Context: an optimization exercise on an open-source flow, tuned for small area, a short achievable clock period and few clock cycles. The choices shown serve that exercise and are no tape-out recipe.
The RTL was checked by simulation tests, not by an equivalence proof against the original design.
No activity file was given, so power comes from the tool's default toggle rates.

## build 1
==> flow/design.v <==
module CPU(
    input         clk,
    input         rst,
    output [31:0] imem_addr,
    input  [31:0] imem_rdata,
    output [31:0] dmem_addr,
    output [31:0] dmem_wdata,
    output        dmem_we,
    input  [31:0] dmem_rdata,
    output        wb_en,
    output [4:0]  wb_addr,
    output [31:0] wb_data
);
reg  [31:2] pc;
reg  [31:0] e_a;                 
reg  [31:0] e_b;                 
reg  [31:0] e_s;                 
reg  [31:2] e_tgt;               
reg  [4:0]  e_dest;
reg         e_wr, e_ld, e_st, e_br;
reg         e_sub, e_and, e_or, e_slt;
reg         e_fam;                         
reg         e_fbm;                         
reg         e_bm;                          
reg         e_add;                         
reg  [31:0] m_alu, m_sd;
reg  [4:0]  m_dest;
reg         m_wr, m_ld, m_st;
reg  [31:0] w_data;
reg  [4:0]  w_dest;
reg         w_wr;
reg  [31:1] rv;
wire [31:0] ins = imem_rdata;
wire [5:0]  op  = ins[31:26];
wire [4:0]  rs  = ins[25:21];
wire [4:0]  rt  = ins[20:16];
wire [4:0]  rd  = ins[15:11];
wire [5:0]  fn  = ins[5:0];
wire [31:0] simm = {{16{ins[15]}}, ins[15:0]};
wire is_r    = (op == 6'b000000);
wire is_addi = (op == 6'b001000);
wire is_lw   = (op == 6'b100011);
wire is_sw   = (op == 6'b101011);
wire is_beq  = (op == 6'b000100);
wire [4:0] dest   = is_r ? rd : rt;
wire       wr     = (is_r | is_addi | is_lw) & (dest != 5'd0);
wire       use_rs = is_r | is_addi | is_lw | is_sw | is_beq;
wire       use_rt = is_r | is_sw | is_beq;
wire       b_rt   = is_r | is_beq;        
wire [31:2] pc1   = pc + 30'd1;
wire [16:0] tgt_lo = {1'b0, pc[17:2]} + {1'b0, ins[15:0]} + 17'd1;
wire [31:18] pch_p = pc[31:18] + 14'd1;
wire [31:18] pch_m = pc[31:18] - 14'd1;
wire [31:18] tgt_hi = ( tgt_lo[16] & ~ins[15]) ? pch_p :
                      (~tgt_lo[16] &  ins[15]) ? pch_m : pc[31:18];
wire [31:2] tgt_d = {tgt_hi, tgt_lo[15:0]};
wire sub_d = is_r & ((fn == 6'b100010) | (fn == 6'b101010));
wire and_d = is_r & (fn == 6'b100100);
wire or_d  = is_r & (fn == 6'b100101);
wire slt_d = is_r & (fn == 6'b101010);
wire stall = e_ld & ((use_rs & (rs == e_dest)) | (use_rt & (rt == e_dest)));
wire [32*32-1:0] rflat;
wire [31:1]      rs_sel, rt_sel, rv_eff;
reg  [31:0]      rs_v, rt_v;
wire [31:0] wd = m_ld ? dmem_rdata : m_alu;      
wire        rs_w = m_wr & (m_dest == rs);        
wire        rt_w = m_wr & (m_dest == rt);
genvar g;
generate
    for (g = 1; g < 32; g = g + 1) begin : RF
        reg [31:0] q;
        always @(posedge clk)
            if (m_wr && m_dest == g)
                q <= wd;
        assign rflat[g*32 +: 32] = q;
        assign rv_eff[g] = rv[g] & ~(m_wr && m_dest == g);
        assign rs_sel[g] = rv_eff[g] & (rs == g);
        assign rt_sel[g] = rv_eff[g] & (rt == g);
    end
endgenerate
assign rflat[31:0] = 32'd0;
integer k;
always @(*) begin
    rs_v = {32{rs_w}} & wd;
    rt_v = {32{rt_w}} & wd;
    for (k = 1; k < 32; k = k + 1) begin
        rs_v = rs_v | ({32{rs_sel[k]}} & rflat[k*32 +: 32]);
        rt_v = rt_v | ({32{rt_sel[k]}} & rflat[k*32 +: 32]);
    end
end
always @(posedge clk or posedge rst) begin
    if (rst)
        rv <= 31'd0;
    else if (m_wr)
        rv[m_dest] <= 1'b1;
end
wire fam = e_wr & (e_dest == rs);
wire fbm = e_wr & (e_dest == rt);
wire [31:0] A = e_fam ? m_alu : e_a;
wire [31:0] S = e_fbm ? m_alu : e_s;
wire [31:0] mx = m_alu  ^ {32{e_sub}};
wire [31:0] Bx = e_bm ? mx : e_b;
wire [32:0] sum1 = {A, 1'b1} + {Bx, e_sub};    
wire [31:0] sum  = sum1[32:1];
wire        lt   = (A[31] == Bx[31]) ? A[31] : sum[31];
wire [31:0] res  = ({32{e_add}} & sum) | ({32{e_and}} & (A & Bx)) |
                   ({32{e_or}} & (A | Bx)) | {31'd0, e_slt & lt};
wire        taken = e_br & (A == Bx);
always @(posedge clk or posedge rst) begin
    if (rst)
        pc <= 30'd0;
    else if (taken)
        pc <= e_tgt;
    else if (!stall)
        pc <= pc1;
end
always @(posedge clk or posedge rst) begin
    if (rst) begin
        e_wr <= 1'b0;
        e_ld <= 1'b0;
        e_st <= 1'b0;
        e_br <= 1'b0;
    end else if (stall) begin
        e_wr <= 1'b0;
        e_ld <= 1'b0;
        e_st <= 1'b0;
        e_br <= 1'b0;
    end else begin
        e_wr <= wr;
        e_ld <= is_lw & (dest != 5'd0);
        e_st <= is_sw;
        e_br <= is_beq;
    end
end
always @(posedge clk) begin
    e_a    <= rs_v;
    e_b    <= b_rt ? (rt_v ^ {32{sub_d}}) : simm;
    e_s    <= rt_v;
    e_tgt  <= tgt_d;
    e_bm   <= b_rt & fbm;
    e_add  <= ~and_d & ~or_d & ~slt_d;
    e_dest <= dest;
    e_sub  <= sub_d;
    e_and  <= and_d;
    e_or   <= or_d;
    e_slt  <= slt_d;
    e_fam  <= fam;
    e_fbm  <= fbm;
end
always @(posedge clk or posedge rst) begin
    if (rst) begin
        m_wr <= 1'b0;
        m_st <= 1'b0;
    end else begin
        m_wr <= e_wr;
        m_st <= e_st;
    end
end
always @(posedge clk) begin
    m_alu  <= res;
    m_sd   <= S;
    m_dest <= e_dest;
    m_ld   <= e_ld;
end
always @(posedge clk or posedge rst) begin
    if (rst)
        w_wr <= 1'b0;
    else
        w_wr <= m_wr;
end
always @(posedge clk) begin
    w_data <= wd;
    w_dest <= m_dest;
end
assign imem_addr  = {pc, 2'b00};
assign dmem_addr  = m_alu;
assign dmem_wdata = m_sd;
assign dmem_we    = m_st;
assign wb_en      = w_wr;
assign wb_addr    = w_dest;
assign wb_data    = w_data;
endmodule
Settings: LEC_CHECK=0, ABC_CLOCK_PERIOD_IN_PS=2500, CAP_MARGIN=20, CORE_MARGIN=2, CORE_UTILIZATION=40, CTS_BUF_LIST=sky130_fd_sc_hd__clkbuf_4 sky130_fd_sc_hd__clkbuf_8, CTS_CLUSTER_SIZE=40, PLACE_DENSITY=0.5, SETUP_SLACK_MARGIN=5, SLEW_MARGIN=20; clock period 8.5 ns.
standard.sh (not shown) runs the stock make flow with config.mk's settings and CLKGATE_MAP_FILE= SYNTH_SCRIPT=/design/flow/synth_recipe.tcl, a recipe that flattens the netlist after the stock synthesis.
==> flow/flow/run.sh <==
#!/bin/bash
# The standard layout (standard.sh: ORFS synthesis to finish, unchanged
# synthesis), with three changes to how it is laid out:
#  - the port buffers are a plain buffer (buf_2), not the delay buffer that
#    buffer_ports picks by default;
#  - gate sizing may change a cell's footprint (MATCH_CELL_FOOTPRINT=0);
#  - (setup margin as given in config.mk)
# make's full output goes to standard.log; ORFS keeps each step's log under
# orfs/logs.
cd "$(dirname "$0")/.."
bash standard.sh \
    "BUFFER_PORTS_ARGS=-buffer_cell sky130_fd_sc_hd__buf_2" \
    MATCH_CELL_FOOTPRINT=0 \
    finish > standard.log 2>&1
Testbench counts of build 1, summed over its fixed seeds: cycles 35,517.
[inputs] build 77 vs build 1
Settings: CTS_BUF_LIST: sky130_fd_sc_hd__clkbuf_4 sky130_fd_sc_hd__clkbuf_8 -> sky130_fd_sc_hd__clkbuf_16; CTS_CLUSTER_DIAMETER: unset -> 100; CTS_CLUSTER_SIZE: 40 -> 20.
==> comparison <==
- Die area came out exactly the same in build 77 and build 1.
- Compared with build 1, build 77 shows a higher sequential share of layout area.
- The proportion of power drawn by the clock network of build 77 falls short of that of build 1 by 10 points.
- The count of cell instances traversed by the critical path in build 77 sits 1 above the value recorded for build 1.
- NOTE overall routed net length build 1->build 77 increased slightly
--- input diff build 77..build 21 ---
Settings: CTS_CLUSTER_SIZE: 20 -> 24.
Notes after the runs:
Number of buffers and inverters on the critical path (higher): build 77
There was hardly any difference in total via count after detailed routing between build 21 and build 77.
STATUS routed wire length: build 21 wins against build 77
Summary of build 21 over build 77: area growth from synthesis to final layout decreased by 1.0 points relative to the old numbers; number of global-route vias before repair decreased 0.87%; sequential cell area share rose 0.48 points; number of clock buffer instances in the layout down 13.


run A:
// CPU: RTL as listed in full above, without the edits since
Settings: LEC_CHECK=0, ABC_CLOCK_PERIOD_IN_PS=2500, CAP_MARGIN=20, CORE_MARGIN=2, CORE_UTILIZATION=40, CTS_BUF_LIST=sky130_fd_sc_hd__clkbuf_8, CTS_CLUSTER_SIZE=25, PLACE_DENSITY=0.5, SETUP_SLACK_MARGIN=5, SLEW_MARGIN=20; clock period 8.5 ns.
Scripts as last shown in full above: flow/flow/run.sh
Testbench counts of run A, summed over its fixed seeds: cycles 35,517.
#### Input delta (run B over run A)
Settings: a change of CTS_CLUSTER_SIZE from 25 to 12; an added CTS_CLUSTER_DIAMETER of 100.
==> comparison <==
- Run comparison: run A end point of the critical path e_a[13]; run B end point of the critical path e_a[25]
- [compare] base=run A new=run B: sequential share of layout area shows an increase of 2.0 points; worst-case setup margin in the final layout decreased 0.045 ns; count of plain and timing-repair buffers in the layout now smaller; smallest hold slack increased 0.052 ns; combinational power increased by about 0.7% relative to the old numbers.
- Relative to run A, the total power draw measured on run B has decreased by more than 10%.
For run C, these inputs were changed with respect to run B:
Settings: a deleted CTS_CLUSTER_SIZE that had been 12; a deleted CTS_BUF_LIST that had been sky130_fd_sc_hd__clkbuf_8; a deleted CTS_CLUSTER_DIAMETER that had been 100.
--- outcome ---
Re die area: no difference whatsoever between run B and run C.
Changes observed in run C relative to run B: post-CTS clock slew at the launch and capture registers of the worst setup and hold paths fell 0.03 ns; multi-input logic cell count about even; final critical delay including setup and external delays decreased 0.011 ns.
Worst-case vdd ir drop: run C worse than run B
[inputs] run D vs run C
Settings: putting CTS_BUF_LIST at sky130_fd_sc_hd__clkbuf_16 where nothing was set; swapping 0.5 for 0.6 in PLACE_DENSITY; putting CTS_CLUSTER_DIAMETER at 100 where nothing was set; swapping 40 for 50 in CORE_UTILIZATION; putting CTS_CLUSTER_SIZE at 20 where nothing was set.
[summary]
Re antenna diode instance count: run D is 5 down on run C.
Core util | run D vs run C | run D higher
Going from run C to run D, synthesis-to-layout area growth dropped 4.9 points; total chip power went down.
Compared with run C, run D shows via count that has gone down slightly.
Number of buffer and inverter instances along the worst setup path: run D > run C
Per the comparison of run D with run C, worst setup slack before clock tree synthesis shows an increase of 0.080 ns, number of non-clock buffers now sits lower, depth of the worst register-to-register path went down, synthesized area closely matched the old numbers, number of cells on the critical path lost 2.


Another version of the RTL of CPU (not shown whole).
Size in the first run: about 4200 cells after synthesis, roughly 1300 flip-flops, about 200 I/O pins.
==> flow/design.v (excerpt) <==
module CPU(
    input         clk,
    input         rst,
    output [31:0] imem_addr,
    input  [31:0] imem_rdata,
    output [31:0] dmem_addr,
    output [31:0] dmem_wdata,
    output        dmem_we,
    input  [31:0] dmem_rdata,
    output        wb_en,
    output [4:0]  wb_addr,
    output [31:0] wb_data
);
reg  [31:2] pc;
reg  [31:0] e_a, e_b;            
reg  [15:0] e_imm;               
reg  [31:2] e_tgt;               
reg  [4:0]  e_dest;
reg         e_wr, e_ld, e_st, e_br;
reg         e_sub, e_and, e_or, e_slt;
reg         e_fam, e_faw, e_fae;           
reg         e_fbm, e_fbw, e_fbe;           
reg         e_bm, e_bw, e_be, e_bi;        
reg         e_add;                         
reg  [31:0] m_alu, m_sd;
reg  [4:0]  m_dest;
reg         m_wr, m_ld, m_st;
reg  [31:0] w_data;
reg  [4:0]  w_dest;
reg         w_wr;
reg  [31:1] rv;
wire [31:0] ins = imem_rdata;
wire [5:0]  op  = ins[31:26];
wire [4:0]  rs  = ins[25:21];
wire [4:0]  rt  = ins[20:16];
wire [4:0]  rd  = ins[15:11];
wire [5:0]  fn  = ins[5:0];
wire [31:0] simm = {{16{ins[15]}}, ins[15:0]};
wire is_r    = (op == 6'b000000);
wire is_addi = (op == 6'b001000);
wire is_lw   = (op == 6'b100011);
wire is_sw   = (op == 6'b101011);
wire is_beq  = (op == 6'b000100);
wire [4:0] dest   = is_r ? rd : rt;
wire       wr     = (is_r | is_addi | is_lw) & (dest != 5'd0);
wire       use_rs = is_r | is_addi | is_lw | is_sw | is_beq;
wire       use_rt = is_r | is_sw | is_beq;
wire       b_rt   = is_r | is_beq;        
  ...
clock: 8.5 ns
lec_check: 0
abc_clock_period_in_ps: 2500
cap_margin: 20
core_margin: 2
core_utilization: 40
place_density: 0.5
setup_slack_margin: 5
slew_margin: 20
==> flow/flow/run.sh <==
#!/bin/bash
# The standard layout (standard.sh: ORFS synthesis to finish, unchanged
# synthesis), with three changes to how it is laid out:
#  - the port buffers are a plain buffer (buf_2), not the delay buffer that
#    buffer_ports picks by default;
#  - gate sizing may change a cell's footprint (MATCH_CELL_FOOTPRINT=0);
#  - repair_timing aims 5.4 ns below the clock period
# make's full output goes to standard.log; ORFS keeps each step's log under
# orfs/logs.
cd "$(dirname "$0")/.."
bash standard.sh \
    "BUFFER_PORTS_ARGS=-buffer_cell sky130_fd_sc_hd__buf_2" \
    MATCH_CELL_FOOTPRINT=0 SETUP_SLACK_MARGIN=5.4 \
    finish > standard.log 2>&1
Testbench counts at the start, summed over its fixed seeds: cycles 35,517.
Change:
--- a/flow/flow/run.sh
+++ b/flow/flow/run.sh
@@ -6,3 +6,3 @@
 #  - gate sizing may change a cell's footprint (MATCH_CELL_FOOTPRINT=0);
-#  - repair_timing aims 5.4 ns below the clock period
+#  - (setup margin as given in config.mk)
 # make's full output goes to standard.log; ORFS keeps each step's log under
@@ -12,3 +12,3 @@
     "BUFFER_PORTS_ARGS=-buffer_cell sky130_fd_sc_hd__buf_2" \
-    MATCH_CELL_FOOTPRINT=0 SETUP_SLACK_MARGIN=5.4 \
+    MATCH_CELL_FOOTPRINT=0 \
     finish > standard.log 2>&1
What happened: The changed run completed without violations. Routed wire length went down by a few percent. Worst hold slack is better by 0.0091 ns. Area after synthesis does not change. Sequential power barely changes.


== the previous run ==
Another version of the RTL of CPU (not shown whole).
Size in the first run: roughly 200 I/O pins, roughly 57000 um2 of cells after synthesis.
clock: 8.5 ns
lec_check: 0
abc_clock_period_in_ps: 2500
cap_margin: 20
core_margin: 2
core_utilization: 45
place_density: 0.55
setup_slack_margin: 4
slew_margin: 20
run.sh (not shown) runs the stock make flow with config.mk's settings and CLKGATE_MAP_FILE= SYNTH_SCRIPT=/design/flow/synth_recipe.tcl, a recipe that flattens the netlist after the stock synthesis.
Stock flow here: none of the scripts above is used.
Testbench counts of the previous run, summed over its fixed seeds: cycles 35,517.
Setup changes, the previous run to the current run
- swapping 4 for 5 in SETUP_SLACK_MARGIN
Notes after the runs:
- The flow did not stop early for the current run: all stages ran, and the layout cleared the timing, DRC and antenna checks.
- The previous run has a higher highest cell delay on the worst timing path than the current run.
- The current run: depth of the worst register-to-register path is 4 higher than what the previous run reported.
- Compared the current run vs the previous run, and count of clock-buffer cells in the layout is up in the current run.
- Final instance count without filler cells (the current run vs. the previous run) increases by a few percent


CPU, a different RTL version from the one above (not shown whole).
Size in the first run: about 4400 cells after synthesis.
make LEC_CHECK=0 CAP_MARGIN=20 CORE_MARGIN=2 CORE_UTILIZATION=25 PLACE_DENSITY=0.4 SLEW_MARGIN=20 finish   # period 8.5 ns
The first run went through all stages and came out clean.
Testbench counts at the start, summed over its fixed seeds: cycles 35,517.
==> next run, changes <==
- ABC_CLOCK_PERIOD_IN_PS: not set -> 2500
- CORE_UTILIZATION: 25 -> 45
- PLACE_DENSITY: 0.4 -> 0.55
- SETUP_SLACK_MARGIN: not set -> 5
Total power goes down by 2.7%.
Sequential share of layout area falls by 0.98 points.
First-iteration DRC count came out higher by 18%.
Worst setup slack is better by 1900 ps.
Synthesized area stays the same.
Final area rose by 2.1%.
Via count rose by 2.0%.

afterwards: timing with drivers on the ports:
In the flow no input, the clock included, has a driving cell. The finished layouts below were timed again as built, in two steps. Step 1 (the two cells are an assumption about what drives the block):
set clk [get_ports {clk}]
set_driving_cell -lib_cell sky130_fd_sc_hd__clkbuf_16 $clk
set_driving_cell -lib_cell sky130_fd_sc_hd__buf_2 [delete_from_list [all_inputs] $clk]
Step 2 also shifts input and output timing later by t, the mid clock arrival at the registers, as if the neighbouring blocks saw the same clock. a / b / c = ideal ports / drivers / drivers and shift; a / b = the first two.
run | t (ns) | setup WS [ns] | worst setup path at the end | slew at the worst register clock pin (ns) | worst data-port slew with drivers (ns)
build 1 | 1.062 | 4.763 / 4.782 / 3.762 | input to register | 0.07 / 0.07 | 0.05
build 77 | 0.791 | 4.925 / 4.895 / 4.104 | input to register | 0.10 / 0.10 | 0.14
build 21 | 0.787 | 4.838 / 4.876 / 4.089 | input to register | 0.11 / 0.11 | 0.08
run A | 1.065 | 4.872 / 4.904 / 3.869 | input to register | 0.07 / 0.07 | 0.05
run B | 0.972 | 4.827 / 4.865 / 3.905 | input to register | 0.10 / 0.10 | 0.05
run C | 0.869 | 4.838 / 4.884 / 4.016 | input to register | 0.07 / 0.07 | 0.07
run D | 0.786 | 4.868 / 4.889 / 4.128 | input to register | 0.09 / 0.09 | 0.07
the first run of note 3 | 0.872 | 4.753 / 4.753 / 4.441 | input to register | 0.07 / 0.07 | 0.08
the second run of note 3 | 0.871 | 4.660 / 4.660 / 4.055 | input to register | 0.07 / 0.07 | 0.07
the previous run | 0.862 | 4.060 / 4.094 / 3.232 | input to register | 0.07 / 0.07 | 0.07
the current run | 0.859 | 4.650 / 4.650 / 4.090 | input to register | 0.07 / 0.07 | 0.05
the first run of note 5 | 0.901 | 1.938 / 1.938 / 1.938 | register to register | 0.07 / 0.07 | 0.10
the second run of note 5 | 0.871 | 3.789 / 3.789 / 3.789 | register to register | 0.07 / 0.07 | 0.10
After both steps setup and hold are still met in every run listed. The setup slack of run A, which loses most, moves by +0.032 ns with the drivers and by -1.003 ns with both steps.
